What follows belongs to an exercise in optimizing a design on an open flow for a short achievable clock period and few clock cycles; a production flow would make more cautious choices. At most, simulation tests tie the RTL to the original design; equivalence was not proved. For run 1, only the layout was checked, not whether the RTL still works. Power and IR drop assume default switching activity.

==> flow/design.v <==
module top_module (
    input clk,
    input rst,
    output [18:0] imem_addr,
    input  [18:0] imem_rdata,
    output [8:0]  dmem_addr,
    input  [18:0] dmem_rdata,
    output [18:0] dmem_wdata,
    output        dmem_we,
    output        halt
);
    reg [18:0] pc;                  
    reg [18:0] pc_o;                
    reg [18:0] ir;                  
    reg [18:0] ir_pc1;              
    reg        d_valid;
    reg        e_valid;             
    reg        e_wr;                
    reg [3:0]  e_rd;
    reg [4:0]  e_op;
    reg [18:0] e_a, e_b;
    reg        e_slow;              
    reg        e_first;             
    reg [8:0]  da;                  
    reg [18:0] dw;                  
    reg        we;                  
    reg        halt_r;
    reg        halt_o;              
    reg [18:0] ldr;                 
    reg [3:0]  w_rd;
    reg        w_valid;             
    reg        dv_busy;
    reg [2:0]  dv_cnt;
    reg [18:0] dv_r;
    reg [19:0] dv_n;
    reg [15:0] dv_q;
    reg [18:0] rf [0:15];
    reg [15:0] rf_ok;
    assign imem_addr  = pc_o;
    assign dmem_addr  = da;
    assign dmem_wdata = dw;
    assign dmem_we    = we;
    assign halt       = halt_o;
    wire [4:0] op  = ir[18:14];
    wire [3:0] rs1 = ir[13:10];
    wire [3:0] rs2 = ir[9:6];
    wire [3:0] rd  = ir[5:2];
    wire [5:0] imm = ir[5:0];
    wire d_alu  = (op <= 5'd9);
    wire d_ld   = (op == 5'd10);
    wire d_st   = (op == 5'd11);
    wire d_beq  = (op == 5'd12);
    wire d_bne  = (op == 5'd13);
    wire d_jmp  = (op == 5'd14) | (op == 5'd15);
    wire d_halt = (op == 5'd31);
    wire d_br   = d_beq | d_bne;
    wire d_wr   = d_alu | d_ld;
    wire [3:0] d_dst = d_ld ? rs2 : rd;
    wire d_slow = (op == 5'd2) | (op == 5'd3) | d_ld;
    wire [18:0] ea_v = e_a;
    wire [18:0] eb_v = e_b;
    wire [18:0] x_add = ea_v + eb_v;
    wire [18:0] x_sub = ea_v - eb_v;
    wire [18:0] x_inc = ea_v + 19'd1;
    wire [18:0] x_dec = ea_v - 19'd1;
    reg  [18:0] e_fast;             
    always @(*) begin
        case (e_op)
            5'd0: e_fast = x_add;
            5'd1: e_fast = x_sub;
            5'd4: e_fast = x_inc;
            5'd5: e_fast = x_dec;
            5'd6: e_fast = ea_v & eb_v;
            5'd7: e_fast = ea_v | eb_v;
            5'd8: e_fast = ea_v ^ eb_v;
            default: e_fast = ~ea_v;
        endcase
    end
    wire [18:0] x_mul = ea_v * eb_v;
    wire [22:0] bm [1:15];
    genvar gk;
    generate
        for (gk = 1; gk < 16; gk = gk + 1) begin : g_mult
            assign bm[gk] = eb_v * gk;
        end
    endgenerate
    function [3:0] therm;
        input [15:1] t;
        begin
            therm[3] = t[8];
            therm[2] = t[8] ? t[12] : t[4];
            therm[1] = t[8] ? (t[12] ? t[14] : t[10]) : (t[4] ? t[6] : t[2]);
            therm[0] = t[8] ? (t[12] ? (t[14] ? t[15] : t[13]) : (t[10] ? t[11] : t[9]))
                            : (t[4] ? (t[6] ? t[7] : t[5]) : (t[2] ? t[3] : t[1]));
        end
    endfunction
    wire [15:1] ge_f;
    generate
        for (gk = 1; gk < 16; gk = gk + 1) begin : g_fast
            assign ge_f[gk] = ({4'd0, ea_v} >= bm[gk]);
        end
    endgenerate
    wire [3:0] q_fast = therm(ge_f);
    wire b_zero  = (eb_v == 19'd0);
    wire big1 = !b_zero && (ea_v[18:4]  >= eb_v);
    wire big2 = !b_zero && (ea_v[18:8]  >= eb_v);
    wire big3 = !b_zero && (ea_v[18:12] >= eb_v);
    wire big4 = !b_zero && (ea_v[18:16] >= eb_v);
    wire dv_big  = big1;
    reg  [22:0] dbm [1:15];
    wire [22:0] dv_x = {dv_r, dv_n[19:16]};
    wire [15:1] ge_e;
    wire [22:0] dif [0:15];
    assign dif[0] = dv_x;
    generate
        for (gk = 1; gk < 16; gk = gk + 1) begin : g_eng
            assign dif[gk]  = dv_x - dbm[gk];
            assign ge_e[gk] = (dv_x >= dbm[gk]);
        end
    endgenerate
    wire [3:0] q_eng = therm(ge_e);
    wire [18:0] r_eng = dif[q_eng][18:0];
    wire e_div   = (e_op == 5'd3);
    wire dv_start = e_valid && e_div && e_first && dv_big;
    wire dv_last  = dv_busy && (dv_cnt == 3'd1);
    wire e_hold   = dv_start || (dv_busy && !dv_last);    
    reg [18:0] e_result;
    always @(*) begin
        case (e_op)
            5'd2:  e_result = x_mul;
            5'd3:  e_result = dv_busy ? {dv_q[14:0], q_eng} : (b_zero ? 19'd0 : {15'd0, q_fast});
            default: e_result = e_fast;
        endcase
    end
    wire e_match1 = e_valid && e_wr && (e_rd == rs1);
    wire e_match2 = e_valid && e_wr && (e_rd == rs2);
    wire [18:0] rf1 = rf_ok[rs1] ? rf[rs1] : 19'd0;
    wire [18:0] rf2 = rf_ok[rs2] ? rf[rs2] : 19'd0;
    wire hz = e_valid && e_wr && e_slow &&
              (((d_ld | d_st | d_br) && (e_rd == rs1)) || ((d_br | (d_st & e_ld)) && (e_rd == rs2)));
    wire w_match1 = w_valid && (w_rd == rs1);
    wire w_match2 = w_valid && (w_rd == rs2);
    wire [18:0] r1 = w_match1 ? ldr : rf1;
    wire [18:0] r2 = w_match2 ? ldr : rf2;
    wire [18:0] v1 = e_match1 ? e_fast : r1;
    wire [18:0] v2 = e_match2 ? e_fast : r2;
    wire e_ld    = e_valid && (e_op == 5'd10);
    wire [18:0] l1 = e_match1 ? e_result : r1;
    wire [18:0] l2 = e_match2 ? e_result : r2;
    wire ld1 = e_match1 && e_ld;
    wire ld2 = e_match2 && e_ld;
    wire stall   = d_valid && (hz || e_hold);
    wire go      = d_valid && !stall && !halt_r;
    wire cond    = (d_beq && (v1 == v2)) || (d_bne && (v1 != v2));
    wire taken   = go && d_br && cond;
    wire [18:0] target = ir_pc1 + {{13{imm[5]}}, imm};
    wire [18:0] fi    = imem_rdata;
    wire [18:0] pc1   = pc + 19'd1;
    wire f_jmp  = (fi[18:15] == 4'b0111);
    wire accept = !halt_r && !d_stop && !taken && !stall;
    wire [18:0] pc_base = (halt_r || d_stop) ? pc : taken ? target : stall ? pc : pc1;
    wire [18:0] pc_next = (accept && f_jmp) ? {5'd0, fi[13:0]} : pc_base;
    wire [8:0]  ea = v1[8:0] + {3'd0, imm};
    wire d_stop  = go && d_halt;
    integer i;
    wire rf_we = e_valid && e_wr && !e_ld && !e_hold;
    always @(posedge clk or posedge rst) begin
        if (rst) begin
            rf_ok <= 16'd0;
        end else begin
            for (i = 0; i < 16; i = i + 1)
                if ((rf_we && e_rd == i) || (w_valid && w_rd == i))
                    rf_ok[i] <= 1'b1;
        end
    end
    always @(posedge clk) begin
        for (i = 0; i < 16; i = i + 1)
            if (rf_we && e_rd == i)
                rf[i] <= e_result;
            else if (w_valid && w_rd == i)
                rf[i] <= ldr;
    end
    always @(posedge clk or posedge rst) begin
        if (rst)
            w_valid <= 1'b0;
        else
            w_valid <= e_ld;
    end
    always @(posedge clk) begin
        ldr  <= dmem_rdata;
        w_rd <= e_rd;
    end
    always @(posedge clk or posedge rst) begin
        if (rst) begin
            pc      <= 19'd0;
            d_valid <= 1'b0;
            halt_r  <= 1'b0;
        end else begin
            pc <= pc_next;
            if (halt_r || d_stop) begin
                halt_r  <= 1'b1;
                d_valid <= 1'b0;
            end else if (taken) begin
                d_valid <= 1'b0;
            end else if (!stall) begin
                d_valid <= 1'b1;
            end
        end
    end
    always @(posedge clk) begin
        if (!stall) begin
            ir      <= fi;
            ir_pc1  <= pc1;
        end
    end
    always @(posedge clk)
        pc_o <= rst ? 19'd0 : pc_next;
    always @(posedge clk) begin
        we     <= go && d_st;
        halt_o <= halt_r || d_stop;
    end
    always @(posedge clk or posedge rst) begin
        if (rst) begin
            e_valid <= 1'b0;
            e_wr    <= 1'b0;
            e_first <= 1'b0;
        end else if (e_hold) begin
            e_first <= 1'b0;
        end else begin
            e_valid <= go;
            e_wr    <= go && d_wr;
            e_first <= 1'b1;
        end
    end
    always @(posedge clk) begin
        if (!e_hold) begin
            e_rd   <= d_dst;
            e_op   <= op;
            e_slow <= d_slow;
            e_a    <= ld1 ? dmem_rdata : l1;
            e_b    <= ld2 ? dmem_rdata : l2;
        end
        da <= ea;
        dw <= l2;
    end
    always @(posedge clk or posedge rst) begin
        if (rst) begin
            dv_busy <= 1'b0;
            dv_cnt  <= 3'd0;
        end else if (dv_start) begin
            dv_busy <= 1'b1;
            dv_cnt  <= big4 ? 3'd5 : big3 ? 3'd4 : big2 ? 3'd3 : 3'd2;
        end else if (dv_busy) begin
            dv_busy <= !dv_last;
            dv_cnt  <= dv_cnt - 3'd1;
        end
    end
    always @(posedge clk) begin
        if (dv_start) begin
            dv_q <= 16'd0;
            if (big4) begin
                dv_r <= 19'd0;
                dv_n <= {1'b0, ea_v};
            end else if (big3) begin
                dv_r <= {16'd0, ea_v[18:16]};
                dv_n <= {ea_v[15:0], 4'd0};
            end else if (big2) begin
                dv_r <= {12'd0, ea_v[18:12]};
                dv_n <= {ea_v[11:0], 8'd0};
            end else begin
                dv_r <= {8'd0, ea_v[18:8]};
                dv_n <= {ea_v[7:0], 12'd0};
            end
            for (i = 1; i < 16; i = i + 1) dbm[i] <= bm[i];
        end else if (dv_busy) begin
            dv_r <= r_eng;
            dv_n <= {dv_n[15:0], 4'd0};
            dv_q <= {dv_q[11:0], q_eng};
        end
    end
endmodule
==> flow/flow/run.sh <==
#!/bin/bash
# The standard layout (the standard.sh, unchanged synthesis), with repair_timing
# asked to leave 30.0 ns of setup slack so that it keeps working on timing.
set -euo pipefail
bash standard.sh SETUP_SLACK_MARGIN=30.0 finish > standard_flow.log 2>&1
==> flow/standard.sh <==
#!/bin/bash
# synth_recipe.tcl (not shown) runs the flow's synth.tcl, then flattens the netlist and writes it again
# the make line also repeats each setting of config.mk as NAME=value (left out here)
make -C /OpenROAD-flow-scripts/flow DESIGN_CONFIG=/design/flow/config.mk WORK_HOME=/design/flow/orfs CLKGATE_MAP_FILE= SYNTH_SCRIPT=/design/flow/synth_recipe.tcl "${@:-finish}"
==> flow/config.mk <==
export PLATFORM = sky130hd
export DESIGN_NAME = top_module
export DESIGN_NICKNAME = top_module
export VERILOG_FILES = /design/flow/design.v
export SDC_FILE = /design/flow/constraint.sdc
export NUM_CORES = 4
export LEC_CHECK = 0
export CAP_MARGIN = 40
export CORE_MARGIN = 2
export CORE_UTILIZATION = 60
export CTS_CLUSTER_DIAMETER = 100
export CTS_CLUSTER_SIZE = 20
export SLEW_MARGIN = 40
==> flow/constraint.sdc <==
create_clock -name core_clock -period 38.5 [get_ports {clk}]
set_input_delay 7.7000 -clock core_clock [delete_from_list [all_inputs] [get_ports {clk}]]
set_output_delay 7.7000 -clock core_clock [all_outputs]
set_load 0.01 [all_outputs]
==> results.tsv, run 1 <==
metric	value	unit
yosysMostFrequentCell	ha_1	
overflow	0	
synth_edf_count	588	
period_share	0.2298	
ctsRootBufferMaster	clkbuf_16	
async_flop_share	0.06250	
cp_max_fo	1	
fin_setup_tns	0	ps
port_buffers	88	
final_nets	9129	
reg2reg_depth	33	
synth-simple-area-share	0.1299	
drv_slew	0	
finalHoldViolCount	0	
rsz0062_at_grt	true	
hold-worst-slack	498.9	ps
cts_buffer_depth	3	
critical_path.cell_chain	buf_6	
hp-class	register to register	
coreArea	118100	µm²
period_needed	8848	ps
post_drt_wl_per_cell	32.34	µm
fin_ws	29650	ps
syn-num-nets	9109	
clkTransAtPathRegs	100	ps
place_ws	28580	ps
grt_pass1_wl	438.5	mm
synthMuxAreaShare	0.03850	
critPathBufInv	1	
fin_skew	71.88	ps
die_h	349.3	µm
powerDensity	73.55	nW/µm²
postLayoutCoreUtil	0.6511	
clkSinkCount	720	
hold_depth	2	
synthAdderAreaFrac	0.2377	
synth_cell_types	100	
critPathSlowestCell	dfxtp_2	
peakVddDrop	0.05036	mV
power.total	5.654	mW
place_congestion	1.051	
crit_required	30800	ps
insertion_delay	740	ps
cts.htree.levels	2	
hold_buffers	0	
numCtsBuffers	47	
p_leak	34.44	nW
timing.slew.headroom	0.3289	
rows	126	
maxCapViolations	0	
setup_viol	0	
yosysTopAreaCellShare	0.2469	
vias	66992	
avgSynthCellArea	9.120	µm²
cp_slowest_stage_delay	360	ps
arrival	1150	ps
synth-main-ff-cell	edfxtp_1	
vias_per_cell	7.083	
syn_to_final_growth	7.489	%
synthTopCellsByArea	edfxtp_1 (25%), ha_1 (18%), fa_1 (6.2%), o21ai_0 (4.2%), inv_1 (4.0%)	
dieWidth	349.3	µm
dr.pass1.iters	12	
synth_compound_area_frac	0.2032	
drive_gt1_frac	0.08961	
place_hpwl	218.6	mm
finalWirelength	305.8	mm
grt_pass1_vias	64733	
ys_warn_count	3	
io_pins	89	
worstSetupEndpointType	output port	
grt_start_max_net_pins	132	
cp.depth	1	
cts_tree	built	
startpoint_type	register	
synth_top_family_by_area	adder cells	
seq_area_frac_synth	0.2870	
yosys.area_share.xor_xnor	0.04188	
critPathKind	register to output port	
antenna_left	0	
netlist_instances	7842	
ys_ff_latch	720	
synth_area_leader_cell	edfxtp_1	
grt_usage	0.4940	
syn_area	71520	µm²
drt_iter0_drc	9496	
ys_top_cells_by_count	ha_1 (1007), inv_1 (768), nand2_1 (765), o21ai_0 (606), edfxtp_1 (588)	
crit_family	flip-flops	
status	timing/DRC/antenna clean	
fillers	9752	
worstMarginPinSlew	993.7	ps
initial_utilization	0.6057	
drc	0	
grt_antenna_before_repair	26	
clock.fmax	0.1130	GHz
dieArea	122000	µm²
==> per-layer routing <==
layer	up-vias	part of all wire	wire length, µm	global-route usage
met5	-	0.00038	115	0
met4	18	0.11	32800	0.4254
met3	1626	0.13	40400	0.1701
met2	5166	0.42	128500	0.7321
met1	31666	0.34	104000	0.5705
li1	28516	-	-	-
==> placed cells by master, fill, tap and decap left out, types with 29 or more instances in the layout <==
| master | n |
|---|---|
| nand2_1 | 759 |
| o22ai_1 | 37 |
| a21oi_1 | 419 |
| o21bai_1 | 36 |
| a32oi_1 | 40 |
| mux2i_1 | 120 |
| nor2b_1 | 102 |
| nor3_1 | 94 |
| clkbuf_16 | 48 |
| a31oi_1 | 71 |
| dfxtp_1 | 47 |
| nand3_1 | 157 |
| nor2_1 | 398 |
| mux2_2 | 101 |
| fa_1 | 220 |
| a221oi_1 | 57 |
| dfxtp_2 | 40 |
| a21o_1 | 210 |
| edfxtp_1 | 588 |
| a22oi_1 | 124 |
| dfrtp_1 | 44 |
| buf_6 | 39 |
| nand2b_1 | 72 |
| a22o_1 | 50 |
| buf_4 | 219 |
| o21ai_0 | 584 |
| or2_2 | 40 |
| clkdlybuf4s50_1 | 34 |
| or3_1 | 29 |
| ha_1 | 1006 |
| xor2_1 | 122 |
| o21a_1 | 83 |
| and3_1 | 40 |
| nor4_1 | 34 |
| o211ai_1 | 60 |
| inv_1 | 760 |
| nand4_1 | 79 |
| a211oi_1 | 56 |
| xnor2_1 | 219 |
==> tightest hold or removal path: cells and delay by family, from the launching register on <==
family / cells / cell delay, ps
AO/OA/AOI/OAI: 1 / 60
AND/OR/NAND/NOR: 1 / 70
flip-flops: 1 / 340
==> path summary, 6_finish.rpt <==
check,to,start,slack (ps)
hold / removal,dv_q[2],dv_q[2],500
min in group asynchronous,rf_ok[12],rst,7400
hold reg to reg,dv_q[2],dv_q[2],500
setup reg to reg,e_b[0],e_b[5],30160
setup / recovery,imem_addr[5],pc_o[5],29650
max in group asynchronous,pc[13],rst,30570
==> power by group <==
group	total (mW)	internal, mW	switching (mW)	leakage, nW
combinational	4.01	1.42	2.59	26.9
clock	0.555	0.241	0.314	0.709
sequential	1.09	1.00	0.0888	6.80
==> area by class of cell <==
type | count | area (µm²) | area share
Inverter | 775 | 2940 | 0.03825
Timing Repair Buffer | 328 | 2746 | 0.03572
Antenna cell | 21 | 52.55 | 0.0006836
Multi-Input combinational cell | 5990 | 47160 | 0.6134
Tap cell | 1536 | 1922 | 0.02500
Clock buffer | 74 | 1287 | 0.01675
Sequential cell | 720 | 20580 | 0.2676
Clock inverter | 14 | 192.7 | 0.002506
==> per-stage QoR <==
stage	cell area (µm²)	instances
finish	76880	9458
global route	76830	9439
CTS	76450	9423
detailed placement	74870	9321
global placement	74600	9310
floorplan	71560	7842
==> registers in the layout, indices dropped and copies added, names as in the netlist, 5 cells and up <==
signal  cells
da          9
dbm       159
dv_n       20
dv_q       15
dv_r       19
dw         19
e_a        19
e_b        19
e_op        5
ir         19
ir_pc1     19
ldr        19
pc         19
pc_o       19
rf        304
rf_ok      16
==> cells by family after synthesis <==
group	count (synthesis)
XOR/XNOR	342
flip-flops	720
AND/OR/NAND/NOR	1974
buffers and inverters	1133
AO/OA/AOI/OAI	2203
adder cells (fa/ha/maj)	1227
multiplexers	243
==> timing repair <==
item / CTS / global route
gates resized for setup: 267 / 60
cloned: 2 / 1
setup endpoints to repair: 113 / 108
buffers inserted: 12 / 12
pin swaps: 2 / 4
==> inputs of run 2 (changes only) <==
--- a/flow/design.v
+++ b/flow/design.v
@@ -37,2 +37,3 @@
     reg [18:0] rf [0:15];
+    integer i;
     reg [15:0] rf_ok;
@@ -109,2 +110,9 @@
     wire dv_big  = big1;
+    wire b_pow2  = !b_zero && ((eb_v & (eb_v - 19'd1)) == 19'd0);
+    reg [18:0] q_shift;
+    always @(*) begin
+        q_shift = 19'd0;
+        for (i = 0; i < 19; i = i + 1)
+            if (eb_v[i]) q_shift = q_shift | (ea_v >> i);
+    end
     reg  [22:0] dbm [1:15];
@@ -123,3 +131,3 @@
     wire e_div   = (e_op == 5'd3);
-    wire dv_start = e_valid && e_div && e_first && dv_big;
+    wire dv_start = e_valid && e_div && e_first && dv_big && !b_pow2;
     wire dv_last  = dv_busy && (dv_cnt == 3'd1);
@@ -130,3 +138,3 @@
             5'd2:  e_result = x_mul;
-            5'd3:  e_result = dv_busy ? {dv_q[14:0], q_eng} : (b_zero ? 19'd0 : {15'd0, q_fast});
+            5'd3:  e_result = dv_busy ? {dv_q[14:0], q_eng} : b_pow2 ? q_shift : (b_zero ? 19'd0 : {15'd0, q_fast});
             default: e_result = e_fast;
@@ -164,3 +172,2 @@
     wire d_stop  = go && d_halt;
-    integer i;
     wire rf_we = e_valid && e_wr && !e_ld && !e_hold;
==> run 2 against run 1 <==
Worst setup slack got worse by 39 ps. Largest cell class unchanged. Sequential power barely moved. Still clean on timing, DRC and antenna. First-iteration DRC count rose by 33%. Non-clock buffer count rose by 24. Clock power fell by 2%.
==> results.tsv, run 2 <==
metric	value	unit
status	timing/DRC/antenna clean	
drv_slew	0	
ys_ff_latch	720	
dieArea	126200	µm²
grt_busiest_layer	met2	
multi_input_area	49240	µm²
mostFrequentLayoutCells	ha_1 (1011), inv_1 (769), nand2_1 (666), edfxtp_1 (588), nor2_1 (516)	
critPathBufInv	1	
worstSetupEndpointType	output port	
critPathSlowestCell	dfxtp_2	
setup_viol	0	
drt_iter0_drc	12637	
met2_usage	0.6594	
met1_usage	0.6554	
synthTopCellsByArea	edfxtp_1 (24%), ha_1 (17%), fa_1 (6.0%), inv_1 (3.9%), o21ai_0 (3.6%)	
cp_slowest_stage_delay	370	ps
die_h	355.2	µm
yosysTopAreaCellShare	0.2386	
ctsRootBufferMaster	clkbuf_16	
regArea	20590	µm²
rr_startpoint	dbm[1][16]	
dp.cells	9733	
worstMarginPinSlew	1036	ps
hold-worst-slack	469.5	ps
insertion_delay	720	ps
overflow	0	
grt_pass1_vias	66469	
fillers	10246	
cts_buffer_depth	3	
rsz0062_at_grt	true	
grt_start_max_net_pins	128	
r2r-end	dv_r[18]	
clkSinkCount	720	
cp_max_fo	1	
period_share	0.2308	
grt.met3_usage	0.2162	
place_congestion	1.091	
port_buffers	88	
syn-num-nets	9450	
startpoint_type	register	
grt_pass1_wl	456.5	mm
synth_cell_types	113	
whs_endpoint	dv_q[6]	
clockPowerShare	0.094	
grt_antenna_before_repair	32	
yosysMostFrequentCell	ha_1	
netlist_instances	8178	
clock.fmax	0.1125	GHz
crit_family	flip-flops	
synth_area_leader_cell	edfxtp_1	
p_int	2.645	mW
hold_depth	2	
largest_register_ffs	304	
numCtsBuffers	46	
syn_to_final_growth	7.092	%
finalNonFillerCells	9844	
largest_register	rf	
ys_top_cells_by_count	ha_1 (1012), inv_1 (773), nand2_1 (668), edfxtp_1 (588), nor2_1 (527)	
place_hpwl	231.3	mm
coreArea	122000	µm²
hold_path.startpoint	dv_q[6]	
initial_utilization	0.6064	
fin_setup_tns	0	ps
crit_required	30800	ps
vias	71476	
vias_per_cell	7.261	
p_seq_frac	0.183	
peakVddDrop	0.08612	mV
syn_area	74000	µm²
powerDensity	73.15	nW/µm²
dr.pass1.iters	13	
drive_gt1_frac	0.09655	
critPathKind	register to output port	
dpl-instance-area	77450	µm²
synth_edf_count	588	
critical_path.cell_chain	buf_6	
fin_skew	58.59	ps
period_needed	8887	ps
async_flop_share	0.06250	
ys_warn_count	3	
p_sw	3.152	mW
clkTransAtPathRegs	90	ps
reg2reg_depth	29	
maxCapViolations	0	
postLayoutCoreUtil	0.6494	
io_pins	89	
hp-class	register to register	
combPwrFrac	0.723	
synth-main-ff-cell	edfxtp_1	
layout_commonest_cell	ha_1	
drc	0	
grt_usage	0.4954	
p_leak	34.91	nW
dieWidth	355.2	µm
final_nets	9447	
cts.htree.levels	2	
reg.largest.list	rf: 304 flops, dbm: 159 flops, dv_n: 20 flops	
rows	128	
seq_area_frac_synth	0.2773	
stdcell_area	79250	µm²
rrSetupSlack	30040	ps
arrival	1190	ps
switching_share	0.5437	
cts_tree	built	
avgSynthCellArea	9.049	µm²
post_drt_wl_per_cell	32.82	µm
finalWirelength	323.1	mm
antenna_left	0	
finalHoldViolCount	0	
timing.slew.headroom	0.3076	
-- run 2: cell count changes in the layout (fill, tap and decap cells not counted), moves of 26 or more --
cell / delta
xor2_1: -40
nor3_1: +33
and3_1: +32
nand2_1: -93
buf_4: +26
a21oi_1: +84
a222oi_1: +29
nor2_1: +118
and2_1: +31
a21o_1: -39
mux2_2: +30
o21ai_0: -79
-- run 2: power groups by stage --
stage	Sequential [mW]	Clock, mW	Combinational [mW]
floorplan	1.12	0	2.49
global placement	1.06	0	3.84
detailed placement	1.06	0	3.94
CTS	1.05	0.535	3.97
global route	1.06	0.557	4.44
finish	1.06	0.544	4.19
-- run 2: stage by stage --
stage / total power [mW] / worst slack [ps]
floorplan: 3.603 / 29430
global placement: 4.907 / 28420
detailed placement: 5.007 / 28410
CTS: 5.557 / 29600
global route: 6.060 / 29600
finish: 5.798 / 29610
-- run 2: layer usage --
layer / part of all wire / up-vias
met5: 0.0024 / -
met4: 0.079 / 34
met3: 0.18 / 1670
met2: 0.38 / 6190
met1: 0.37 / 33753
li1: - / 29829
-- run 2: final cells by class --
| cell class | count | share of cell area |
|---|---|---|
| Antenna cell | 16 | 0.0005052 |
| Tap cell | 1625 | 0.02565 |
| Clock buffer | 63 | 0.01533 |
| Clock inverter | 13 | 0.002210 |
| Inverter | 789 | 0.03775 |
| Multi-Input combinational cell | 6266 | 0.6213 |
| Sequential cell | 720 | 0.2598 |
| Timing Repair Buffer | 352 | 0.03746 |
-- run 2: kinds of logic after synthesis --
logic type / Yosys count / share of synthesized area
buffers and inverters: 1192 / 0.06464
muxes: 270 / 0.04157
xor gates and xnor gates: 323 / 0.03841
DFF: 720 / 0.2773
and+or+nand+nor: 2172 / 0.1426
adders and majority gates: 1232 / 0.2306
AOI/OAI and AO/OA: 2269 / 0.2048
-- run 2: worst max path at each step --
stage                              end  slack (ps)      startpoint  cells past startpoint
after floorplan                pc_o[8]       29430  imem_rdata[18]                      7
after global placement        pc_o[12]       28420  imem_rdata[18]                      6
after detailed placement      pc_o[13]       28410  imem_rdata[18]                      6
after CTS                 imem_addr[3]       29600         pc_o[3]                      1
after global routing      imem_addr[3]       29600         pc_o[3]                      1
final                     imem_addr[3]       29610         pc_o[3]                      1
-- run 2: timing repair --
| item | 4_1_cts | 5_1_grt |
|---|---|---|
| resized for setup | 274 | 55 |
| hold endpoints to repair | 0 | 0 |
| buffers inserted | 7 | 8 |
| pin swaps | 3 | 3 |
| hold buffers | 0 | 0 |
| setup endpoints to repair | 121 | 91 |
| gates cloned | 0 | 1 |
Testbench counts of run 2, summed over its fixed seeds: cycles 58,761.
==> inputs of run 3 (changes only) <==
--- a/flow/config.mk
+++ b/flow/config.mk
@@ -10,4 +10,4 @@
 export CORE_UTILIZATION = 60
-export CTS_CLUSTER_DIAMETER = 100
-export CTS_CLUSTER_SIZE = 20
+export CTS_CLUSTER_DIAMETER = 150
+export CTS_CLUSTER_SIZE = 26
 export SLEW_MARGIN = 40
==> run 3 against run 2 <==
Power is 1.4% lower. Count of clock-buffer cells in the layout is 9 lower. Cell count is 0.13% lower. Critical path type unchanged. Largest cell class unchanged. Highest routed layer unchanged.
==> results.tsv, run 3 <==
metric	value	unit
reg.largest.list	rf: 304 flops, dbm: 159 flops, dv_n: 20 flops	
timing.slew.headroom	0.3094	
rsz0062_at_grt	true	
place_hpwl	231.3	mm
critPathBufInv	1	
crit_required	30800	ps
async_flop_share	0.06250	
synth_cell_types	113	
finalWirelength	321.9	mm
grt_start_max_net_pins	128	
hold_depth	2	
status	timing/DRC/antenna clean	
fin_setup_tns	0	ps
largest_register	rf	
vias	71386	
powerDensity	72.44	nW/µm²
reg2reg_depth	29	
avgSynthCellArea	9.049	µm²
dieArea	126200	µm²
period_needed	8846	ps
grt_busiest_layer	met2	
period_share	0.2298	
grt_usage	0.4944	
drv_slew	0	
fin_ws	29650	ps
synth-main-ff-cell	edfxtp_1	
cts.htree.levels	2	
critPathKind	register to output port	
ys_top_cells_by_count	ha_1 (1012), inv_1 (773), nand2_1 (668), edfxtp_1 (588), nor2_1 (527)	
clock.fmax	0.1131	GHz
initial_utilization	0.6064	
drt_iter0_drc	13041	
vias_per_cell	7.261	
cp.depth	1	
startpoint_type	register	
fin_skew	50.69	ps
synth_area_leader_cell	edfxtp_1	
drc	0	
syn_area	74000	µm²
peakVddDrop	0.08619	mV
fillers	10278	
cts_tree	built	
cts_buffer_depth	3	
rows	128	
mostFrequentLayoutCells	ha_1 (1011), inv_1 (769), nand2_1 (666), edfxtp_1 (588), nor2_1 (515)	
cp_max_fo	1	
grt.met3_usage	0.2132	
clkTransAtPathRegs	110	ps
seq_area_frac_synth	0.2773	
setup_viol	0	
dr.pass1.iters	15	
place_congestion	1.091	
clkSinkCount	720	
synthTopCellsByArea	edfxtp_1 (24%), ha_1 (17%), fa_1 (6.0%), inv_1 (3.9%), o21ai_0 (3.6%)	
arrival	1150	ps
ys_ff_latch	720	
grt_pass1_vias	66326	
syn-num-nets	9450	
io_pins	89	
final_nets	9435	
place_ws	28410	ps
grt_pass1_wl	455.8	mm
hp-class	register to register	
syn_to_final_growth	6.641	%
overflow	0	
numCtsBuffers	34	
maxCapViolations	0	
netlist_instances	8178	
insertion_delay	680	ps
postLayoutCoreUtil	0.6467	
post_drt_wl_per_cell	32.75	µm
cp_slowest_stage_delay	380	ps
drive_gt1_frac	0.09541	
ys_warn_count	3	
dieWidth	355.2	µm
critPathSlowestCell	dfxtp_2	
largest_register_ffs	304	
yosysTopAreaCellShare	0.2386	
worstMarginPinSlew	1035	ps
layout_commonest_cell	ha_1	
hold_buffers	0	
grt_antenna_before_repair	32	
crit_family	flip-flops	
port_buffers	88	
met1_usage	0.6555	
yosysMostFrequentCell	ha_1	
ctsRootBufferMaster	clkbuf_16	
critical_path.cell_chain	buf_6	
synth_edf_count	588	
antenna_left	0	
p_leak	34.75	nW
worstSetupEndpointType	output port	
met2_usage	0.6584	
coreArea	122000	µm²
finalHoldViolCount	0	
die_h	355.2	µm
==> run 3: changes by cell type in the layout (fill, tap and decap cells not counted), sizes merged <==
cell,delta
inv,-8
clkbuf,-7
diode,+4
buf,-1
clkdlybuf4s15,-1
dlygate4sd2,+1
dlymetal6s2s,-1
==> run 3: path summary, 6_finish.rpt <==
path,startpoint,endpoint,slack (ps)
min in group asynchronous,rst,pc[3],7380
setup / recovery,pc_o[3],imem_addr[3],29650
hold reg to reg,dv_q[6],dv_q[6],470
max in group asynchronous,rst,pc[9],30690
hold / removal,dv_q[6],dv_q[6],470
setup reg to reg,dbm[1][16],dv_r[18],30150
==> run 3: cell type report <==
cell class / count / area, µm² / share of cell area
Multi-Input combinational cell: 6266 / 49270 / 0.6243
Sequential cell: 720 / 20590 / 0.2609
Inverter: 789 / 2992 / 0.03791
Timing Repair Buffer: 352 / 2962 / 0.03753
Tap cell: 1625 / 2033 / 0.02576
Clock buffer: 54 / 947.2 / 0.01200
Clock inverter: 5 / 73.82 / 0.0009354
Antenna cell: 20 / 50.05 / 0.0006342
==> run 3: through the flow <==
| step | instances | instance area [µm²] | hold WS [ps] | power [mW] |
|---|---|---|---|---|
| after CTS | 9798 | 78560 | 470.6 | 5.476 |
| final | 9831 | 78920 | 474.3 | 5.717 |
| after global routing | 9816 | 78880 | 502.4 | 5.980 |
| after floorplan | 8178 | 74040 | 342.7 | 3.603 |
| after detailed placement | 9733 | 77450 | 456.7 | 5.007 |
| after global placement | 9729 | 77160 | 448.6 | 4.907 |
==> run 3: report_power, final <==
part	internal, mW	switching, mW
logic	1.43	2.76
clock network	0.176	0.286
registers	0.983	0.0757
==> run 3: per-layer routing <==
layer / up-vias / wire [µm]
met1: 33652 / 118500
met4: 41 / 24410
met3: 1560 / 56220
met5: - / 1003
li1: 29782 / -
met2: 6351 / 121800
==> run 3: cells by family (layout without fill, tap and decap cells) <==
| kind of cell | Yosys count | count (layout) | synth area share |
|---|---|---|---|
| xor+xnor | 323 | 323 | 0.03841 |
| buf+inv | 1192 | 1200 | 0.06464 |
| mux | 270 | 270 | 0.04157 |
| other cells | 0 | 20 | 0 |
| simple gates | 2172 | 2172 | 0.1426 |
| flops | 720 | 720 | 0.2773 |
| fa+ha+maj | 1232 | 1232 | 0.2306 |
| compound gates | 2269 | 2269 | 0.2048 |
==> run 3: what timing repair did <==
item / CTS / global route
pin swaps: 3 / 4
setup buffers: 6 / 9
gates resized for setup: 280 / 52
cloned: 0 / 1
endpoints found under the setup margin: 120 / 88
==> inputs of run 4 (changes only) <==
--- a/flow/design.v
+++ b/flow/design.v
@@ -15,2 +15,4 @@
     reg [18:0] ir_pc1;              
+    reg [18:0] win [1:10];
+    reg [3:0]  w_cnt;
     reg        d_valid;
@@ -162,4 +164,10 @@
     wire cond    = (d_beq && (v1 == v2)) || (d_bne && (v1 != v2));
-    wire taken   = go && d_br && cond;
+    wire taken   = go && d_br && cond && (imm != 6'd0);
     wire [18:0] target = ir_pc1 + {{13{imm[5]}}, imm};
+    wire [18:0] target1 = ir_pc1 + {{13{imm[5]}}, imm} + 19'd1;
+    wire [5:0]  back  = ~imm;
+    wire [18:0] w_word = win[back[3:0]];
+    wire w_hit   = imm[5] && (back >= 6'd1) && (back <= 6'd10) && ({2'd0, back} < {2'd0, w_cnt}) &&
+                   (w_word[18:15] != 4'b0111);
+    wire [18:0] redir_pc = w_hit ? target1 : target;
     wire [18:0] fi    = imem_rdata;
@@ -168,3 +176,3 @@
     wire accept = !halt_r && !d_stop && !taken && !stall;
-    wire [18:0] pc_base = (halt_r || d_stop) ? pc : taken ? target : stall ? pc : pc1;
+    wire [18:0] pc_base = (halt_r || d_stop) ? pc : taken ? redir_pc : stall ? pc : pc1;
     wire [18:0] pc_next = (accept && f_jmp) ? {5'd0, fi[13:0]} : pc_base;
@@ -210,3 +218,3 @@
             end else if (taken) begin
-                d_valid <= 1'b0;
+                d_valid <= w_hit;
             end else if (!stall) begin
@@ -216,8 +224,24 @@
     end
+    wire w_seq = (pc == ir_pc1);
     always @(posedge clk) begin
-        if (!stall) begin
+        if (taken && w_hit) begin
+            ir      <= w_word;
+            ir_pc1  <= target1;
+        end else if (!stall) begin
             ir      <= fi;
             ir_pc1  <= pc1;
+            if (w_seq) begin
+                win[1] <= ir;
+                for (i = 2; i <= 10; i = i + 1) win[i] <= win[i-1];
+            end
         end
     end
+    always @(posedge clk or posedge rst) begin
+        if (rst)
+            w_cnt <= 4'd0;
+        else if (taken && w_hit)
+            w_cnt <= 4'd1;
+        else if (!stall)
+            w_cnt <= (w_seq && w_cnt != 4'd0) ? ((w_cnt == 4'd11) ? 4'd11 : w_cnt + 4'd1) : 4'd1;
+    end
     always @(posedge clk)
--- a/flow/config.mk
+++ b/flow/config.mk
@@ -10,4 +10,4 @@
 export CORE_UTILIZATION = 60
-export CTS_CLUSTER_DIAMETER = 150
-export CTS_CLUSTER_SIZE = 26
+export CTS_CLUSTER_DIAMETER = 100
+export CTS_CLUSTER_SIZE = 20
 export SLEW_MARGIN = 40
==> run 4 against run 3 <==
Design area is 12% higher. Area after synthesis is 11% higher. Utilization increased by 0.40 points. Via count up 6.7%. Power grew 35%. Clock skew rose by 29 ps. Register-to-register slack worse by 110 ps.
==> results.tsv, run 4 <==
metric	value	unit
synth-main-ff-cell	edfxtp_1	
finalWirelength	349.4	mm
cp_max_fo	1	
met1_usage	0.5741	
timing.slew.headroom	0.2833	
seq_area_frac_synth	0.3211	
cts.htree.levels	2	
coreArea	135600	µm²
period_needed	8927	ps
drive_gt1_frac	0.08914	
ys_warn_count	23	
place_hpwl	251.7	mm
worstSetupEndpointType	output port	
overflow	0	
fin_ws	29570	ps
grt_busiest_layer	met2	
critical_path.cell_chain	buf_6	
setup_viol	0	
critPathKind	register to output port	
r2r-end	dv_r[18]	
maxCapViolations	0	
async_flop_share	0.05361	
worstSetupStartpoint	pc_o[5]	
grt_pass1_wl	499.5	mm
syn_to_final_growth	7.615	%
critPathCapture	imem_addr[5]	
worstMarginPinSlew	1062	ps
rr_startpoint	dv_n[18]	
hp-class	register to register	
grt.met3_usage	0.1460	
grt_antenna_before_repair	25	
arrival	1230	ps
met2_usage	0.7255	
dieArea	139700	µm²
finalNonFillerCells	10574	
io_pins	89	
peakVddDrop	0.07320	mV
avgSynthCellArea	9.372	µm²
yosysTopAreaCellShare	0.2849	
startpoint_type	register	
ctsRootBufferMaster	clkbuf_16	
dr.pass1.iters	17	
reg2reg_depth	31	
mostFrequentLayoutCells	ha_1 (1015), inv_1 (799), edfxtp_1 (778), nor2_1 (619), nand2_1 (612)	
rsz0062_at_grt	true	
clkSinkCount	914	
synth_area_leader_cell	edfxtp_1	
cp.depth	1	
final_nets	10016	
cts_buffer_depth	3	
dieWidth	373.7	µm
numCtsBuffers	60	
period_share	0.2319	
clkTransAtPathRegs	80	ps
status	timing/DRC/antenna clean	
reg.largest.list	rf: 304 flops, win: 190 flops, dbm: 159 flops	
ys_top_cells_by_count	ha_1 (1018), inv_1 (806), edfxtp_1 (778), nor2_1 (625), a21oi_1 (623)	
crit_required	30800	ps
ys_ff_latch	914	
crit_family	flip-flops	
place_congestion	1.043	
finalHoldViolCount	0	
grt_pass1_vias	73635	
synth_cell_types	108	
hold-worst-slack	429.4	ps
p_leak	37.81	nW
postLayoutCoreUtil	0.6507	
vias_per_cell	7.205	
synth_edf_count	778	
cp_slowest_stage_delay	370	ps
drc	0	
die_h	373.7	µm
cts_tree	built	
rows	135	
powerDensity	87.49	nW/µm²
initial_utilization	0.6046	
clock.fmax	0.1120	GHz
fin_skew	79.89	ps
grt_usage	0.4857	
netlist_instances	8751	
syn_area	82010	µm²
antenna_left	0	
fin_setup_tns	0	ps
post_drt_wl_per_cell	33.04	µm
rrSetupSlack	30040	ps
drt_iter0_drc	11593	
syn-num-nets	10029	
largest_register_ffs	304	
synthTopCellsByArea	edfxtp_1 (28%), ha_1 (16%), fa_1 (5.4%), a21oi_1 (3.8%), inv_1 (3.7%)	
critPathBufInv	1	
grt_start_max_net_pins	96	
place_ws	28750	ps
insertion_delay	780	ps
layout_commonest_cell	ha_1	
port_buffers	88	
drv_slew	0	
critPathSlowestCell	dfxtp_2	
dp.cells	10440	
largest_register	rf	
vias	76181	
yosysMostFrequentCell	ha_1	
run 4: cell type report:
type / instances / area [µm²]
diodes: 9 / 22.52
flip-flops and latches: 914 / 26380
multi-input cells: 6589 / 51540
well taps: 1781 / 2228
clock inverters: 18 / 292.8
repair buffers: 355 / 3048
clock buffers: 90 / 1634
fillers: 11010 / 47380
inverters: 818 / 3107
run 4: kinds of logic (layout without fill, tap and decap cells):
logic type	after synthesis	after routing	synth area share
AO/OA/AOI/OAI	2521	2521	0.2062
XOR/XNOR	369	369	0.03941
adder cells (fa/ha/maj)	1238	1238	0.2090
buffers and inverters	1248	1281	0.05958
flip-flops	914	914	0.3211
multiplexers	261	261	0.03501
other	0	9	0
AND/OR/NAND/NOR	2200	2200	0.1297
run 4: worst min path at each step:
stage	from	end	slack, ps	cells after the start
after global routing	win[7][7]	win[8][7]	460	0
after floorplan	e_rd[2]	w_rd[2]	350	0
final	win[8][18]	win[9][18]	430	0
after global placement	win[8][7]	win[9][7]	430	0
after CTS	win[8][18]	win[9][18]	430	0
after detailed placement	win[4][2]	win[5][2]	430	0
run 4: power breakdown:
part           leakage, nW  switching, mW  internal (mW)
Sequential            8.53          0.102           1.26
Clock                0.920          0.400          0.313
Combinational         28.4           3.67           1.98
Total                 37.8           4.17           3.55
run 4: routing by layer:
layer | up-vias | wire length, µm
li1 | 32076 | -
met1 | 35958 | 118300
met2 | 6223 | 146900
met3 | 1904 | 46430
met4 | 20 | 37630
met5 | - | 136
run 4: repair_timing:
action	4_1_cts	5_1_grt
pin swaps	5	10
buffers inserted	2	5
hold buffers	0	0
resized for setup	280	71
endpoints found under the setup margin	123	212
cloned	5	3
run 4: stage by stage:
step | cell area [µm²] | power [mW]
floorplan | 82270 | 4.906
global placement | 85580 | 6.557
detailed placement | 85720 | 6.696
CTS | 87830 | 7.425
global route | 88240 | 8.099
finish | 88260 | 7.722
Testbench counts of run 4, summed over its fixed seeds: cycles 56,127.
==> inputs of run 5 (changes only) <==
--- a/flow/design.v
+++ b/flow/design.v
@@ -149,3 +149,3 @@
     wire hz = e_valid && e_wr && e_slow &&
-              (((d_ld | d_st | d_br) && (e_rd == rs1)) || ((d_br | (d_st & e_ld)) && (e_rd == rs2)));
+              (((d_ld | d_st | d_br) && (e_rd == rs1)) || (d_br && (e_rd == rs2)));
     wire w_match1 = w_valid && (w_rd == rs1);
@@ -274,3 +274,3 @@
         da <= ea;
-        dw <= l2;
+        dw <= ld2 ? dmem_rdata : l2;
     end
--- a/flow/config.mk
+++ b/flow/config.mk
@@ -10,4 +10,4 @@
 export CORE_UTILIZATION = 60
-export CTS_CLUSTER_DIAMETER = 100
-export CTS_CLUSTER_SIZE = 20
+export CTS_CLUSTER_DIAMETER = 120
+export CTS_CLUSTER_SIZE = 24
 export SLEW_MARGIN = 40
==> run 5 against run 4 <==
Still clean on timing, DRC and antenna. Synthesized cell count down 3.9%. Area after synthesis shrank 0.19%. Die area down 0.18%. Count of clock-buffer cells in the layout decreased by 15. Non-clock buffer count down 5. Cell count is 2.9% lower. Utilization fell by 0.38 points. Worst setup slack lost 56 ps. Via count shrank 4.7%. First-iteration DRC count is 7.0% lower. Largest cell class unchanged.
==> results.tsv, run 5 <==
metric	value	unit
dp.cells	10144	
finalHoldViolCount	0	
period_share	0.2333	
cp_max_fo	1	
grt_start_max_net_pins	83	
peakVddDrop	0.05124	mV
hp-class	register to register	
dieArea	139400	µm²
avgSynthCellArea	9.732	µm²
reg.largest.list	rf: 304 flops, win: 190 flops, dbm: 159 flops	
reg2reg_depth	32	
coreArea	135500	µm²
largest_register_ffs	304	
die_h	373.4	µm
synth_edf_count	778	
grt_antenna_before_repair	11	
async_flop_share	0.05361	
grt_pass1_wl	473.7	mm
fin_skew	77.48	ps
vias_per_cell	7.072	
mostFrequentLayoutCells	ha_1 (1016), edfxtp_1 (778), inv_1 (768), nand2_1 (544), a21oi_1 (454)	
worstMarginPinSlew	1022	ps
insertion_delay	710	ps
ys_warn_count	23	
worstSetupEndpointType	output port	
crit_required	30800	ps
grt_pass1_vias	69617	
port_buffers	88	
startpoint_type	register	
setup_viol	0	
antenna_left	0	
clock.fmax	0.1113	GHz
hold_depth	0	
cts_buffer_depth	3	
dr.pass1.iters	11	
maxCapViolations	0	
seq_area_frac_synth	0.3217	
initial_utilization	0.6043	
drv_slew	0	
status	timing/DRC/antenna clean	
synth_area_leader_cell	edfxtp_1	
layout_commonest_cell	ha_1	
whs_endpoint	win[10][0]	
fin_setup_tns	0	ps
cts_tree	built	
place_hpwl	235.6	mm
worstSetupStartpoint	dw[0]	
vias	72589	
finalNonFillerCells	10265	
syn_area	81860	µm²
grt_usage	0.4596	
p_leak	37.59	nW
netlist_instances	8411	
post_drt_wl_per_cell	32.16	µm
critPathSlowestCell	dfxtp_4	
critPathBufInv	1	
crit_family	flip-flops	
yosysMostFrequentCell	ha_1	
io_pins	89	
clkTransAtPathRegs	110	ps
ctsRootBufferMaster	clkbuf_16	
rrSetupSlack	30140	ps
synth-main-ff-cell	edfxtp_1	
rsz0062_at_grt	true	
synthTopCellsByArea	edfxtp_1 (29%), ha_1 (16%), fa_1 (5.4%), mux2_2 (3.8%), inv_1 (3.6%)	
synth_cell_types	121	
period_needed	8983	ps
overflow	0	
finalWirelength	330.1	mm
fillers	11180	
cts.htree.levels	2	
drc	0	
rows	135	
ys_top_cells_by_count	ha_1 (1018), edfxtp_1 (778), inv_1 (777), nand2_1 (552), a21oi_1 (460)	
syn-num-nets	9689	
arrival	1280	ps
cp_slowest_stage_delay	450	ps
yosysTopAreaCellShare	0.2854	
r2r-end	dv_r[18]	
largest_register	rf	
timing.slew.headroom	0.3125	
hold_buffers	0	
powerDensity	80.02	nW/µm²
ys_ff_latch	914	
drt_iter0_drc	10776	
critPathKind	register to output port	
final_nets	9711	
critical_path.cell_chain	buf_6	
numCtsBuffers	46	
hold_path.startpoint	win[9][0]	
dieWidth	373.4	µm
hold-worst-slack	450.8	ps
clkSinkCount	914	
place_congestion	1.038	
drive_gt1_frac	0.1123	
syn_to_final_growth	7.055	%
rr_startpoint	dbm[1][13]	
[run 5: worst max-delay path by stage]
stage / end / cells past startpoint
floorplan: pc_o[0] / 7
global placement: pc_o[0] / 8
detailed placement: pc_o[0] / 8
CTS: dmem_wdata[0] / 1
global route: dmem_wdata[0] / 1
finish: dmem_wdata[0] / 1
[run 5: timing repair]
item / 4_1_cts / 5_1_grt
setup buffers: 9 / 8
pin swaps: 1 / 5
gates resized for setup: 289 / 47
gates cloned: 0 / 1
endpoints found under the setup margin: 183 / 168
[run 5: metrics by stage]
| stage | area (µm²) | setup slack, ps | util | power, mW |
|---|---|---|---|---|
| 2_1_floorplan | 81960 | 29700 | - | 4.554 |
| 3_3_place_gp | 85390 | 28640 | 0.6304 | 6.069 |
| 3_5_place_dp | 85680 | 28660 | 0.6325 | 6.182 |
| 4_1_cts | 87240 | 29520 | 0.6440 | 6.795 |
| 5_1_grt | 87600 | 29500 | 0.6467 | 7.411 |
| 6_report | 87630 | 29520 | 0.6469 | 7.012 |
[run 5: area by class of cell]
type                            count  area [µm²]  share of cell area
Timing Repair Buffer              350        3022             0.03448
Clock buffer                       75        1260             0.01438
Inverter                          795        3013             0.03438
Sequential cell                   914       26400              0.3012
Multi-Input combinational cell   6326       51520              0.5879
Tap cell                         1781        2228             0.02543
Clock inverter                     11       162.7            0.001856
Antenna cell                       13       32.53           0.0003712
[run 5: power by group]
part	internal [mW]	switching [mW]
Sequential	1.24	0.108
Clock	0.240	0.353
Combinational	1.79	3.28
Total	3.27	3.74
[run 5: metal layers]
metal / track usage / share of wire / wire (µm) / vias up
met5: 0 / 0 / 0 / -
met2: 0.6885 / 0.42 / 139600 / 5264
met3: 0.1202 / 0.12 / 39500 / 1569
met1: 0.5582 / 0.35 / 117100 / 34635
met4: 0.3760 / 0.10 / 33990 / 0
li1: - / - / - / 31121
[run 5: logic make-up after synthesis]
group | count (synthesis) | synth area share
simple gates | 1997 | 0.1216
buf+inv | 1171 | 0.05645
xor+xnor | 372 | 0.03980
compound gates | 2258 | 0.1884
fa+ha+maj | 1238 | 0.2094
mux | 461 | 0.06268
flops | 914 | 0.3217
Testbench counts of run 5, summed over its fixed seeds: cycles 56,093.
==> inputs of run 6 (changes only) <==
--- a/flow/config.mk
+++ b/flow/config.mk
@@ -10,4 +10,4 @@
 export CORE_UTILIZATION = 60
-export CTS_CLUSTER_DIAMETER = 120
-export CTS_CLUSTER_SIZE = 24
+export CTS_CLUSTER_DIAMETER = 100
+export CTS_CLUSTER_SIZE = 20
 export SLEW_MARGIN = 40
==> run 6 against run 5 <==
Non-clock buffer count down 2. Synthesized cell count did not move. Flip-flop and latch count is the same. Critical endpoint is now dmem_wdata[1]. Maximum frequency down 0.61%. Utilization is 0.28 points higher. Die area did not move.
==> results.tsv, run 6 <==
metric	value	unit
syn_area	81860	µm²
drv_slew	0	
status	timing/DRC/antenna clean	
die_h	373.4	µm
power.total	7.093	mW
critPathBufInv	1	
ys_warn_count	23	
period_share	0.2348	
drt_iter0_drc	10226	
switching_share	0.5308	
yosysTopAreaCellShare	0.2854	
synth_edf_count	778	
period_needed	9038	ps
vias	72688	
synth-main-ff-cell	edfxtp_1	
fin_skew	90.11	ps
critPathKind	register to output port	
combPwrFrac	0.715	
crit_required	30800	ps
ctsRootBufferMaster	clkbuf_16	
drc	0	
place_congestion	1.038	
critical_path.cell_chain	buf_6	
syn_to_final_growth	7.514	%
finalHoldViolCount	0	
cp_slowest_stage_delay	420	ps
layout_commonest_cell	ha_1	
numCtsBuffers	57	
port_buffers	88	
synth_cell_types	121	
synth_area_leader_cell	edfxtp_1	
post_drt_wl_per_cell	32.18	µm
worstMarginPinSlew	980.8	ps
syn-num-nets	9689	
coreArea	135500	µm²
reg.largest.list	rf: 304 flops, win: 190 flops, dbm: 159 flops	
overflow	0	
setup_viol	0	
dr.pass1.iters	11	
yosysMostFrequentCell	ha_1	
grt_antenna_before_repair	11	
p_seq_frac	0.191	
largest_register	rf	
dieWidth	373.4	µm
clockPowerShare	0.094	
arrival	1340	ps
hold_buffers	0	
p_int	3.328	mW
finalWirelength	331.0	mm
crit_family	flip-flops	
seq_area_frac_synth	0.3217	
grt_pass1_wl	475.7	mm
ys_top_cells_by_count	ha_1 (1018), edfxtp_1 (778), inv_1 (777), nand2_1 (552), a21oi_1 (460)	
cts.htree.levels	2	
vias_per_cell	7.069	
synthTopCellsByArea	edfxtp_1 (29%), ha_1 (16%), fa_1 (5.4%), mux2_2 (3.8%), inv_1 (3.6%)	
timing.slew.headroom	0.3403	
p_leak	37.79	nW
fin_ws	29460	ps
cts_buffer_depth	3	
peakVddDrop	0.05145	mV
powerDensity	80.60	nW/µm²
drive_gt1_frac	0.1134	
worstSetupEndpointType	output port	
rsz0062_at_grt	true	
grt_pass1_vias	70026	
initial_utilization	0.6043	
hp-class	register to register	
grt_start_max_net_pins	83	
grt_usage	0.4612	
avgSynthCellArea	9.732	µm²
antenna_left	0	
cp_max_fo	1	
ys_ff_latch	914	
final_nets	9720	
clock.fmax	0.1106	GHz
critPathSlowestCell	dfxtp_4	
maxCapViolations	0	
io_pins	89	
clkSinkCount	914	
rows	135	
place_hpwl	235.6	mm
netlist_instances	8411	
place_ws	28660	ps
mostFrequentLayoutCells	ha_1 (1016), edfxtp_1 (778), inv_1 (768), nand2_1 (544), a21oi_1 (454)	
startpoint_type	register	
clkTransAtPathRegs	100	ps
insertion_delay	790	ps
dieArea	139400	µm²
p_sw	3.765	mW
fin_setup_tns	0	ps
async_flop_share	0.05361	
largest_register_ffs	304	
cts_tree	built	
-- run 6: cell counts after synthesis --
Identical to the previous run, type by type.
-- run 6: worst paths after layout --
path	from	end	slack, ps	depth (start not counted)
max	dw[1]	dmem_wdata[1]	29460	1
min	win[3][14]	win[4][14]	450	0
max reg2reg	dbm[9][2]	dv_r[18]	30130	34
min reg2reg	win[3][14]	win[4][14]	450	0
max in group asynchronous	rst	pc[8]	30550	3
min in group asynchronous	rst	pc[17]	7370	2
-- run 6: repair_timing --
item / 4_1_cts / 5_1_grt
buffers inserted: 8 / 8
pin swaps: 1 / 6
setup endpoints to repair: 185 / 178
gates cloned: 0 / 1
gates resized for setup: 288 / 52
-- run 6: layout make-up --
class	instances	area, µm²
Tap cell	1781	2228
Clock inverter	14	206.4
Clock buffer	92	1579
Multi-Input combinational cell	6326	51560
Timing Repair Buffer	348	2990
Inverter	795	3013
Sequential cell	914	26400
Antenna cell	13	32.53
Fill cell	11118	47460
-- run 6: logic make-up after synthesis --
group	synth area share
compound gates	0.1884
xor+xnor	0.03980
fa+ha+maj	0.2094
buf+inv	0.05645
flops	0.3217
mux	0.06268
simple gates	0.1216
-- run 6: metal layers --
metal / routed length [µm] / part of all wire / vias up / track usage
met4: 34000 / 0.10 / 12 / 0.3717
met2: 140300 / 0.42 / 5293 / 0.6926
li1: - / - / 31125 / -
met3: 39580 / 0.12 / 1656 / 0.1263
met5: 121 / 0.00037 / - / 0.003087
met1: 117000 / 0.35 / 34602 / 0.5569
-- run 6: power groups by stage --
stage | logic (mW) | registers (mW) | clock network, mW
3_3_place_gp | 4.70 | 1.37 | 0
4_1_cts | 4.86 | 1.35 | 0.669
5_1_grt | 5.44 | 1.36 | 0.700
6_report | 5.07 | 1.35 | 0.670
2_1_floorplan | 3.14 | 1.41 | 0
3_5_place_dp | 4.82 | 1.37 | 0
-- run 6: through the flow --
stage | utilization | instance area [µm²] | cells | hold slack [ps]
final | 0.6497 | 88010 | 10283 | 448.1
after global routing | 0.6495 | 87980 | 10271 | 458.8
after CTS | 0.6466 | 87600 | 10258 | 448.5
after detailed placement | 0.6325 | 85680 | 10144 | 433.5
after global placement | 0.6304 | 85390 | 10139 | 429.2
after floorplan | - | 81960 | 8411 | 346.2
==> inputs of run 7 (changes only) <==
--- a/flow/config.mk
+++ b/flow/config.mk
@@ -9,3 +9,3 @@
 export CORE_MARGIN = 2
-export CORE_UTILIZATION = 60
+export CORE_UTILIZATION = 72
 export CTS_CLUSTER_DIAMETER = 100
==> run 7 against run 6 <==
Sequential share of layout area rose by 0.14 points. Area after synthesis is the same. Global-route usage is 8.8 points higher. Design area decreased by 0.47%.
==> results.tsv, run 7 <==
metric	value	unit
status	timing/DRC/antenna clean	
finalWirelength	328.4	mm
fin_skew	71.40	ps
syn-num-nets	9689	
switching_share	0.5363	
maxCapViolations	0	
drc	0	
async_flop_share	0.05361	
worstMarginPinSlew	1060	ps
grt_start_max_net_pins	88	
synthTopCellsByArea	edfxtp_1 (29%), ha_1 (16%), fa_1 (5.4%), mux2_2 (3.8%), inv_1 (3.6%)	
postLayoutCoreUtil	0.7776	
arrival	1310	ps
critPathSlowestCell	dfxtp_4	
rsz0062_at_grt	true	
critical_path.cell_chain	buf_6	
p_seq_frac	0.189	
synth_edf_count	778	
clkSinkCount	914	
dieArea	116400	µm²
ys_ff_latch	914	
seq_area_frac_synth	0.3217	
cp_max_fo	1	
cts.htree.levels	2	
p_int	3.324	mW
startpoint_type	register	
initial_utilization	0.7266	
p_sw	3.844	mW
drive_gt1_frac	0.1138	
fin_setup_tns	0	ps
dieWidth	341.2	µm
combPwrFrac	0.721	
coreArea	112700	µm²
critPathBufInv	1	
timing.slew.headroom	0.2917	
drt_iter0_drc	14712	
dr.pass1.iters	19	
place_congestion	1.089	
synth-main-ff-cell	edfxtp_1	
fillers	7507	
period_share	0.2340	
final_nets	9711	
largest_register	rf	
insertion_delay	770	ps
syn_area	81860	µm²
critPathKind	register to output port	
cts_buffer_depth	3	
post_drt_wl_per_cell	32.88	µm
grt_pass1_vias	73643	
ys_top_cells_by_count	ha_1 (1018), edfxtp_1 (778), inv_1 (777), nand2_1 (552), a21oi_1 (460)	
reg.largest.list	rf: 304 flops, win: 190 flops, dbm: 159 flops	
largest_register_ffs	304	
crit_family	flip-flops	
peakVddDrop	0.06416	mV
cts_tree	built	
yosysTopAreaCellShare	0.2854	
powerDensity	81.83	nW/µm²
synth_area_leader_cell	edfxtp_1	
period_needed	9010	ps
vias_per_cell	7.643	
cp_slowest_stage_delay	420	ps
syn_to_final_growth	7.013	%
grt_antenna_before_repair	11	
port_buffers	88	
clock.fmax	0.1110	GHz
crit_required	30800	ps
clkTransAtPathRegs	100	ps
antenna_left	0	
grt_usage	0.5489	
overflow	0	
die_h	341.2	µm
clockPowerShare	0.090	
ctsRootBufferMaster	clkbuf_16	
hp-class	register to register	
io_pins	89	
ys_warn_count	23	
finalHoldViolCount	0	
finalNonFillerCells	9988	
setup_viol	0	
hold_buffers	0	
synth_cell_types	121	
avgSynthCellArea	9.732	µm²
worstSetupEndpointType	output port	
yosysMostFrequentCell	ha_1	
grt_pass1_wl	473.9	mm
p_leak	37.68	nW
place_hpwl	229.0	mm
rows	123	
layout_commonest_cell	ha_1	
netlist_instances	8411	
vias	76335	
numCtsBuffers	55	
mostFrequentLayoutCells	ha_1 (1016), edfxtp_1 (778), inv_1 (770), nand2_1 (544), a21oi_1 (452)	
drv_slew	0	
dp.cells	9855	
[run 7: cell count changes in the layout (fill, tap and decap cells not counted), moves of 5 or more]
cell	change
o21ai_0	-7
dfxtp_1	-5
buf_8	+6
o21ai_1	+5
buf_4	-12
dfxtp_2	+6
[run 7: layout make-up]
class                   count  area, µm²  area share
clock buffers              93       1519     0.01734
inverters                 795       3017     0.03444
repair buffers            341       2998     0.03422
clock inverters            10      155.1    0.001771
well taps                1500       1877     0.02142
multi-input cells        6326      51610      0.5892
diodes                      9      22.52   0.0002571
flip-flops and latches    914      26400      0.3014
[run 7: routing by layer]
metal / GRT usage / routed length, µm / share of wire
met4: 0.4701 / 39630 / 0.12
met5: 0.008987 / 345 / 0.0011
met2: 0.7769 / 131000 / 0.40
met1: 0.6450 / 104400 / 0.32
met3: 0.2258 / 53060 / 0.16
[run 7: worst paths after layout]
kind | from | end | slack, ps | depth (start not counted)
min in group asynchronous | rst | pc[9] | 7290 | 2
max reg2reg | e_a[6] | e_b[16] | 30090 | 26
max in group asynchronous | rst | dv_busy | 30630 | 3
max | dw[18] | dmem_wdata[18] | 29490 | 1
min reg2reg | win[2][15] | win[3][15] | 460 | 0
min | win[2][15] | win[3][15] | 460 | 0
[run 7: kinds of logic after synthesis]
family / Yosys count / share of synthesized area
multiplexers: 461 / 0.06268
adder cells (fa/ha/maj): 1238 / 0.2094
flip-flops: 914 / 0.3217
XOR/XNOR: 372 / 0.03980
AO/OA/AOI/OAI: 2258 / 0.1884
buffers and inverters: 1171 / 0.05645
AND/OR/NAND/NOR: 1997 / 0.1216
[run 7: power by group through the flow]
stage               logic [mW]  clock network [mW]  registers (mW)
floorplan                 3.14                   0            1.41
global placement          4.58                   0            1.36
detailed placement        4.79                   0            1.36
finish                    5.17               0.648            1.35
global route              5.44               0.671            1.36
CTS                       4.84               0.636            1.34
[run 7: what timing repair did]
| action | CTS | global route |
|---|---|---|
| pin swaps | 2 | 5 |
| resized for setup | 295 | 65 |
| buffers inserted | 11 | 7 |
| endpoints found under the hold margin | 0 | 0 |
| endpoints found under the setup margin | 167 | 300 |
[run 7: per-stage QoR]
step	power (mW)	area [µm²]	hold WS (ps)	setup slack (ps)
after floorplan	4.554	81960	346.2	29700
after global placement	5.939	84980	428.0	28640
final	7.168	87600	458.2	29490
after detailed placement	6.145	85280	433.7	28690
after global routing	7.463	87580	459.0	29530
after CTS	6.821	87140	452.6	29550

## static timing again, ports no longer ideal
In the flow no input, the clock included, has a driving cell. The finished layouts below were timed again as built, in two steps.
Step 1 assumes that a clkbuf_16 drives the clock port and a buf_2 every other input.
Step 2 moves the port delays by t, midway between the first and last clock arrival at a register: inputs arrive t later, outputs are due t later. That takes back most of the time a late clock gives input paths.
a / b / c = ideal ports / drivers / drivers and shift; a / b = the first two.
run | shift t [ns] | setup slack, ns | hold slack, ns | worst setup path at the end | latest minus earliest clock arrival (ns)
run 1 | 0.791 | 29.652 / 29.567 / 29.307 | 0.499 / 0.499 / 0.499 | input to register | 0.073 / 0.073
run 2 | 0.776 | 29.613 / 29.525 / 29.373 | 0.470 / 0.470 / 0.470 | input to register | 0.059 / 0.059
run 3 | 0.742 | 29.654 / 29.564 / 29.386 | 0.474 / 0.474 / 0.474 | input to register | 0.050 / 0.051
run 4 | 0.829 | 29.573 / 29.484 / 29.319 | 0.429 / 0.429 / 0.429 | input to register | 0.082 / 0.082
run 5 | 0.764 | 29.517 / 29.428 / 29.395 | 0.451 / 0.451 / 0.451 | input to register | 0.083 / 0.083
run 6 | 0.836 | 29.462 / 29.372 / 29.315 | 0.448 / 0.448 / 0.448 | input to register | 0.091 / 0.090
run 7 | 0.817 | 29.490 / 29.406 / 29.315 | 0.458 / 0.458 / 0.458 | input to register | 0.073 / 0.073
After both steps every run listed still meets setup and hold. For run 1, which loses most, drivers alone change the setup slack by -0.085 ns; drivers and shift together by -0.345 ns.
